This is an optimization exercise on Yosys and OpenROAD, whose aim is small area, not a production implementation. Function was checked by simulation only, so behaviour that the tests miss may differ from the original. The flow treats the clock pin as an ideal source, which a real chip does not have. Power is estimated from default activity; no workload was simulated.

==> flow/design.v (excerpt) <==
module rtc_mmio #(
    parameter [31:0] BASE_ADDR      = 32'h8100_9000,
    parameter [31:0] CLK_FREQ       = 32'd100_000_000,       
    parameter [31:0] DEFAULT_YEAR   = 32'h2026_01_01,
    parameter [31:0] DEFAULT_TIME   = 32'h00__00__00,
    parameter [31:0] EXT_CLK_FREQ   = 32'd32768              
)(
    input  wire        clk,
    input  wire        ext_clk,                              
    input  wire        use_ext_clk,                          
    input  wire        resetn,
    input  wire        mem_valid,
    input  wire        mem_instr,
    output reg         mem_ready,
    input  wire [31:0] mem_addr,
    /*verilator lint_off UNUSEDSIGNAL*/
    input  wire [31:0] mem_wdata,
    /*verilator lint_on UNUSEDSIGNAL*/
    input  wire [3:0]  mem_wstrb,
    output reg  [31:0] mem_rdata,
    output reg         irq,
    input  wire        eoi
);
clock: 12.0 ns
lec_check: 0
cap_margin: 0
core_margin: 2
core_utilization: 60
place_density: 0.8
slew_margin: 0
standard.sh (not shown) runs the stock make flow with config.mk's settings and CLKGATE_MAP_FILE= SYNTH_SCRIPT=/design/flow/synth_recipe.tcl, a recipe that flattens the netlist after the stock synthesis.
==> flow/flow/run.sh <==
#!/bin/bash
# Own layout flow: the standard ORFS flow (standard.sh, unchanged synthesis
# script synth_recipe.tcl) with three differences:
#  - ABC maps the combinational logic with an area-oriented script
#    (flow/abc_area.script) instead of ORFS's speed script;
#  - port buffers use sky130_fd_sc_hd__buf_1;
#  - CTS uses small clock buffers and inserts no dummy loads.
# Each tool's full output stays in orfs/logs/ (ORFS) and flow_make.log here.
set -euo pipefail
HERE=$(pwd)
rm -rf "$HERE/scripts_mod"
cp -r "$FLOW_HOME/scripts" "$HERE/scripts_mod"
cp "$HERE/flow/abc_area.script" "$HERE/scripts_mod/abc_speed.script"
cp "$HERE/flow/abc_area.script" "$HERE/scripts_mod/abc_area.script"
export BUFFER_PORTS_ARGS="-buffer_cell sky130_fd_sc_hd__buf_1"
export CTS_ARGS="-sink_clustering_enable -repair_clock_nets -dont_use_dummy_load -sink_clustering_size 10 -sink_clustering_max_diameter 40 -buf_list {sky130_fd_sc_hd__clkbuf_4}"
bash standard.sh SCRIPTS_DIR="$HERE/scripts_mod" finish > "$HERE/flow_make.log" 2>&1
==> flow/flow/abc_area.script <==
strash
dc2
&get -n
&st
&syn2
&dch -f
&nf -R 1000
&st
&dch -f
&nf -R 1000
&put
topo
stime -c
The first run passed the timing, DRC and antenna checks.
Change:
--- a/flow/flow/run.sh
+++ b/flow/flow/run.sh
@@ -7 +7,2 @@
-#  - CTS uses small clock buffers and inserts no dummy loads.
+#  - CTS uses small clock buffers and inserts no dummy loads;
+#  - after CTS, cells with spare setup slack are downsized (flow/post_cts.tcl).
@@ -16,0 +18 @@
+export POST_CTS_TCL="$HERE/flow/post_cts.tcl"
==> flow/flow/post_cts.tcl (new file) <==
# After CTS and its timing repair: downsize cells that have setup slack to
# spare (this also lowers their area), then legalize the placement again.
estimate_parasitics -placement
repair_timing -recover_power 100
detailed_placement
check_placement -verbose
estimate_parasitics -placement
Settings changed: PLACE_DENSITY 0.8 to default.
This time the run completed, yet does not pass: max-capacitance violations, max-slew violations. Routed wire length increases by 3.6%. Worst setup slack loses 0.63 ns. Final cell count goes up by 0.32%.
Change:
--- a/flow/flow/run.sh
+++ b/flow/flow/run.sh
@@ -7,2 +7 @@
-#  - CTS uses small clock buffers and inserts no dummy loads;
-#  - after CTS, cells with spare setup slack are downsized (flow/post_cts.tcl).
+#  - CTS uses small clock buffers and inserts no dummy loads.
@@ -18 +16,0 @@
-export POST_CTS_TCL="$HERE/flow/post_cts.tcl"
removed: flow/flow/post_cts.tcl
What happened: The new run went through all stages and came out clean. Final cell count falls by 0.45%. Synthesized area does not change. Worst hold slack barely changes. Die area does not change. Total power barely changes. Core utilization is lower by 0.40 points.
Change:
--- a/flow/flow/run.sh
+++ b/flow/flow/run.sh
@@ -3 +3 @@
-# script synth_recipe.tcl) with three differences:
+# script synth_recipe.tcl) with these differences:
Settings changed: CAP_MARGIN 0 to 20, SLEW_MARGIN 0 to 20.
After rerunning:
- The new run ran to the end with no violations
- cell count stays the same
- clock-buffer cell count stays the same
- cell area is unchanged
- maximum frequency is unchanged
- area after synthesis is unchanged
- synthesized cell count stays the same
- setup slack does not change
- sequential power barely changes
- via count stays the same
- die area stays the same
- register-to-register slack stays flat

[static timing again, ports no longer ideal]
No port has a modelled driver above. Below, the same layouts with a new extraction and two added sets of constraints.
Step 1 sets driving cells, clkbuf_16 on the clock port and buf_2 on the other inputs (assumed; they add their load-dependent delay and slew).
Step 2 times the ports against the registers' clock, not the clock port: input delays grow and output delays shrink by t, the midpoint of the rising clock arrivals with the driver on.
Three values: ideal ports, drivers, drivers and shift; two values: the first two.
run | shift t [ns] | setup slack, ns | latest minus earliest clock arrival (ns)
the first run | 0.689 | 2.563 / 2.570 / 1.881 | 0.073 / 0.072
the second run | 0.687 | 1.931 / 1.955 / 1.268 | 0.064 / 0.064
the third run | 0.689 | 2.173 / 2.196 / 1.508 | 0.060 / 0.061
the fourth run | 0.689 | 2.173 / 2.196 / 1.508 | 0.060 / 0.061
The setup slack of the first run, which loses most, moves by +0.007 ns with the drivers and by -0.682 ns with both steps.
